Source: an optimization exercise on an open RTL-to-GDS flow (aim: small area and a short achievable clock period). Production flows keep margins and buffers that such runs may drop. Where RTL was checked, it was by simulation tests only, not by an equivalence proof against the original. The clock port is modelled as an ideal driver, which makes a skipped or thinned clock tree look cheaper than it is; a real chip needs a root buffer or a tree. No activity file was given, so power comes from the tool's default toggle rates.

orange:
Design test_wrapper, start of the top module:
module test_wrapper #(
	parameter SYS_VERSION = 41,
	parameter WIDTH = 16,
	parameter NUM_SUB_MON = 3
)(
	input clk,
	input reset,
	input       [5:0] slave_address,
	input             slave_read,
	input             slave_write,
	input      [31:0] slave_writedata,
	output reg [31:0] slave_readdata,
	output [15:0] dut_a,
	output [15:0] dut_b,
	input  [15:0] dut_out
);
	wire [7:0] we;
	wire [6:0] rs;
	wire       rd_hold;
	host_dec u_host_dec (
		.addr(slave_address), .rd(slave_read), .wr(slave_write),
		.we(we), .rs(rs), .hold(rd_hold)
	);
	reg [31:0] ctrl;
	wire [31:0] ctrl_next = we[0] ? slave_writedata : ctrl;
	reg        fsel;
	reg [15:0] man_a, man_b, set_a, set_b, clr_a, clr_b;
	always @(posedge clk)
		ctrl <= ctrl_next;
	always @(posedge clk) begin
		if (we[1]) fsel  <= slave_writedata[0];
		if (we[6]) clr_a <= slave_writedata[15:0];
		if (we[7]) clr_b <= slave_writedata[15:0];
	end
	reg [15:0] stg_data;
	reg [3:0]  stg_we;
	reg        fsel_d;
	always @(posedge clk) begin
		stg_data <= slave_writedata[15:0];
		stg_we   <= we[5:2];
		fsel_d   <= fsel;
	end
	always @(posedge clk) begin
		if (stg_we[0]) man_a <= stg_data;
		if (stg_we[1]) man_b <= stg_data;
		if (stg_we[2]) set_a <= stg_data;
		if (stg_we[3]) set_b <= stg_data;
	end
	wire rst    = ctrl[0];
	wire en     = ctrl[1];
	wire freeze = ctrl[2];
	reg [31:0] ra, rb;
  ...
Size: ~1,800 cells after synthesis, ~120 I/O pins, about 17,000 um2 of cells after synthesis.
==> flow/config.mk <==
export PLATFORM = sky130hd
export DESIGN_NAME = test_wrapper
export DESIGN_NICKNAME = test_wrapper
export VERILOG_FILES = /design/flow/design.v
export SDC_FILE = /design/flow/constraint.sdc
export NUM_CORES = 4
export LEC_CHECK = 0
export ABC_AREA = 1
export CAP_MARGIN = 20
export CORE_MARGIN = 2
export CORE_UTILIZATION = 40
export SETUP_SLACK_MARGIN = 1.4
export SLEW_MARGIN = 20
export SYNTH_HIERARCHICAL = 1
==> flow/constraint.sdc <==
create_clock -name core_clock -period 3.0 [get_ports {clk}]
set_input_delay 0.6000 -clock core_clock [delete_from_list [all_inputs] [get_ports {clk}]]
set_output_delay 0.6000 -clock core_clock [all_outputs]
set_load 0.01 [all_outputs]
standard.sh (not shown) runs the stock make flow with config.mk's settings and CLKGATE_MAP_FILE= SYNTH_SCRIPT=/design/flow/synth_recipe.tcl, a recipe that flattens the netlist after the stock synthesis.
==> flow/flow/run.sh <==
#!/bin/bash
set -euo pipefail
here=$(cd "$(dirname "$0")" && pwd)
export BUFFER_PORTS_ARGS="-buffer_cell sky130_fd_sc_hd__buf_2"
export CTS_ARGS="-sink_clustering_enable -repair_clock_nets -dont_use_dummy_load -sink_clustering_size 25 -sink_clustering_max_diameter 80"
export PRE_CTS_TCL="$here/cts_root4.tcl"
export FLOW_CLOCK_PORT=clk
bash standard.sh > make.log 2>&1
Other scripts of this flow, unchanged in this note and not shown: flow/flow/cts_root4.tcl
Looking at the reports, orange completed the entire flow and the layout it produced met the timing, design-rule and antenna checks.
> inputs changed (orange -> green)
-- flow/design.v --
<<< orange, line 18
	wire [6:0] rs;
	wire       rd_hold;
	host_dec u_host_dec (
		.addr(slave_address), .rd(slave_read), .wr(slave_write),
>>> green, line 18
	wire [6:0] rs;
	wire       rd_hold;
	wire [7:0] we_hi;
	wire [6:0] rs_hi;
	wire       rd_hold_hi;
	host_dec u_host_dec_hi (
		.addr(slave_address), .rd(slave_read), .wr(slave_write),
		.we(we_hi), .rs(rs_hi), .hold(rd_hold_hi)
	);
	host_dec u_host_dec (
		.addr(slave_address), .rd(slave_read), .wr(slave_write),
<<< orange, line 23
	);
	reg [31:0] ctrl;
	wire [31:0] ctrl_next = we[0] ? slave_writedata : ctrl;
	reg        fsel;
	reg [15:0] man_a, man_b, set_a, set_b, clr_a, clr_b;
>>> green, line 30
	);
	reg [31:0] ctrl;
	wire [31:0] ctrl_next = {we_hi[0] ? slave_writedata[31:16] : ctrl[31:16],
	                         we[0]    ? slave_writedata[15:0]  : ctrl[15:0]};
	reg        fsel;
	reg [15:0] man_a, man_b, set_a, set_b, clr_a, clr_b;
<<< orange, line 207
	generate
		for (gb = 0; gb < 32; gb = gb + 1) begin: rdbit
			wire n_c, n_d, n_e, n_f, n_h, a_cdef;
			cell_nand2 u_c (.a(rs[0]), .b(ctrl[gb]), .y(n_c));
			cell_nand2 u_d (.a(rs[2]), .b(dut_delay[gb]), .y(n_d));
			cell_nand2 u_e (.a(rs[3]), .b(data_ctr[gb]), .y(n_e));
			cell_nand2 u_f (.a(rs[4]), .b(error_ctr[gb]), .y(n_f));
			cell_nand2 u_h (.a(rd_hold), .b(slave_readdata[gb]), .y(n_h));
			cell_and4  u_cdef (.a(n_c), .b(n_d), .c(n_e), .d(n_f), .y(a_cdef));
			if (gb == 4 || gb > 5) begin: narrow
>>> green, line 215
	generate
		for (gb = 0; gb < 32; gb = gb + 1) begin: rdbit
			wire [6:0] rsb   = (gb < 16) ? rs : rs_hi;
			wire       holdb = (gb < 16) ? rd_hold : rd_hold_hi;
			wire n_c, n_d, n_e, n_f, n_h, a_cdef;
			cell_nand2 u_c (.a(rsb[0]), .b(ctrl[gb]), .y(n_c));
			cell_nand2 u_d (.a(rsb[2]), .b(dut_delay[gb]), .y(n_d));
			cell_nand2 u_e (.a(rsb[3]), .b(data_ctr[gb]), .y(n_e));
			cell_nand2 u_f (.a(rsb[4]), .b(error_ctr[gb]), .y(n_f));
			cell_nand2 u_h (.a(holdb), .b(slave_readdata[gb]), .y(n_h));
			cell_and4  u_cdef (.a(n_c), .b(n_d), .c(n_e), .d(n_f), .y(a_cdef));
			if (gb == 4 || gb > 5) begin: narrow
<<< orange, line 218
			end else begin: wide
				wire n_mx, n_mn, a_rest;
				cell_nand2 u_mx (.a(rs[5]), .b(maxacc_w[gb]), .y(n_mx));
				cell_nand2 u_mn (.a(rs[6]), .b(minacc_w[gb]), .y(n_mn));
				if ((SYS_VERSION >> gb) & 1) begin: sv1
					wire n_sv;
					cell_inv  u_sv (.a(rs[1]), .y(n_sv));
					cell_and4 u_rest (.a(n_h), .b(n_mx), .c(n_mn), .d(n_sv), .y(a_rest));
				end else begin: sv0
>>> green, line 228
			end else begin: wide
				wire n_mx, n_mn, a_rest;
				cell_nand2 u_mx (.a(rsb[5]), .b(maxacc_w[gb]), .y(n_mx));
				cell_nand2 u_mn (.a(rsb[6]), .b(minacc_w[gb]), .y(n_mn));
				if ((SYS_VERSION >> gb) & 1) begin: sv1
					wire n_sv;
					cell_inv  u_sv (.a(rsb[1]), .y(n_sv));
					cell_and4 u_rest (.a(n_h), .b(n_mx), .c(n_mn), .d(n_sv), .y(a_rest));
				end else begin: sv0
==> run summary <==
Summary of green over orange: minimum hold slack down 0.0041 ns, proportion of total power due to net switching up 0.19 points. Compare orange and green | largest net degree at the start of global routing higher: green. Going from orange to green, the proportion of power drawn by combinational gates was found to have gone up by 0.3 points. Taking orange as the reference point, the worst setup slack of green falls by 0.045 ns. Max post-synthesis to final-layout area growth across orange and green: green.
For green, only the layout was checked, not whether the RTL still works.

==> afterwards: timing with drivers on the ports <==
In the flow no input, the clock included, has a driving cell. The finished layouts below were timed again as built, in two steps.
Step 1 sets driving cells, clkbuf_16 on the clock port and buf_2 on the other inputs (assumed; they add their load-dependent delay and slew).
Step 2 times the ports against the registers' clock, not the clock port: input delays grow and output delays shrink by t, the midpoint of the rising clock arrivals with the driver on.
Slacks: ideal ports / drivers / drivers and shift; pairs: ideal ports / drivers.
| run | t (ns) | setup WS [ns] | worst register clock-pin slew, ns |
|---|---|---|---|
| orange | 0.433 | 1.384 / 1.340 / 1.028 | 0.09 / 0.09 |
| green | 0.439 | 1.338 / 1.308 / 0.963 | 0.10 / 0.10 |
After both steps setup and hold are still met in every run listed. For green, which loses most, drivers alone change the setup slack by -0.030 ns; drivers and shift together by -0.375 ns.
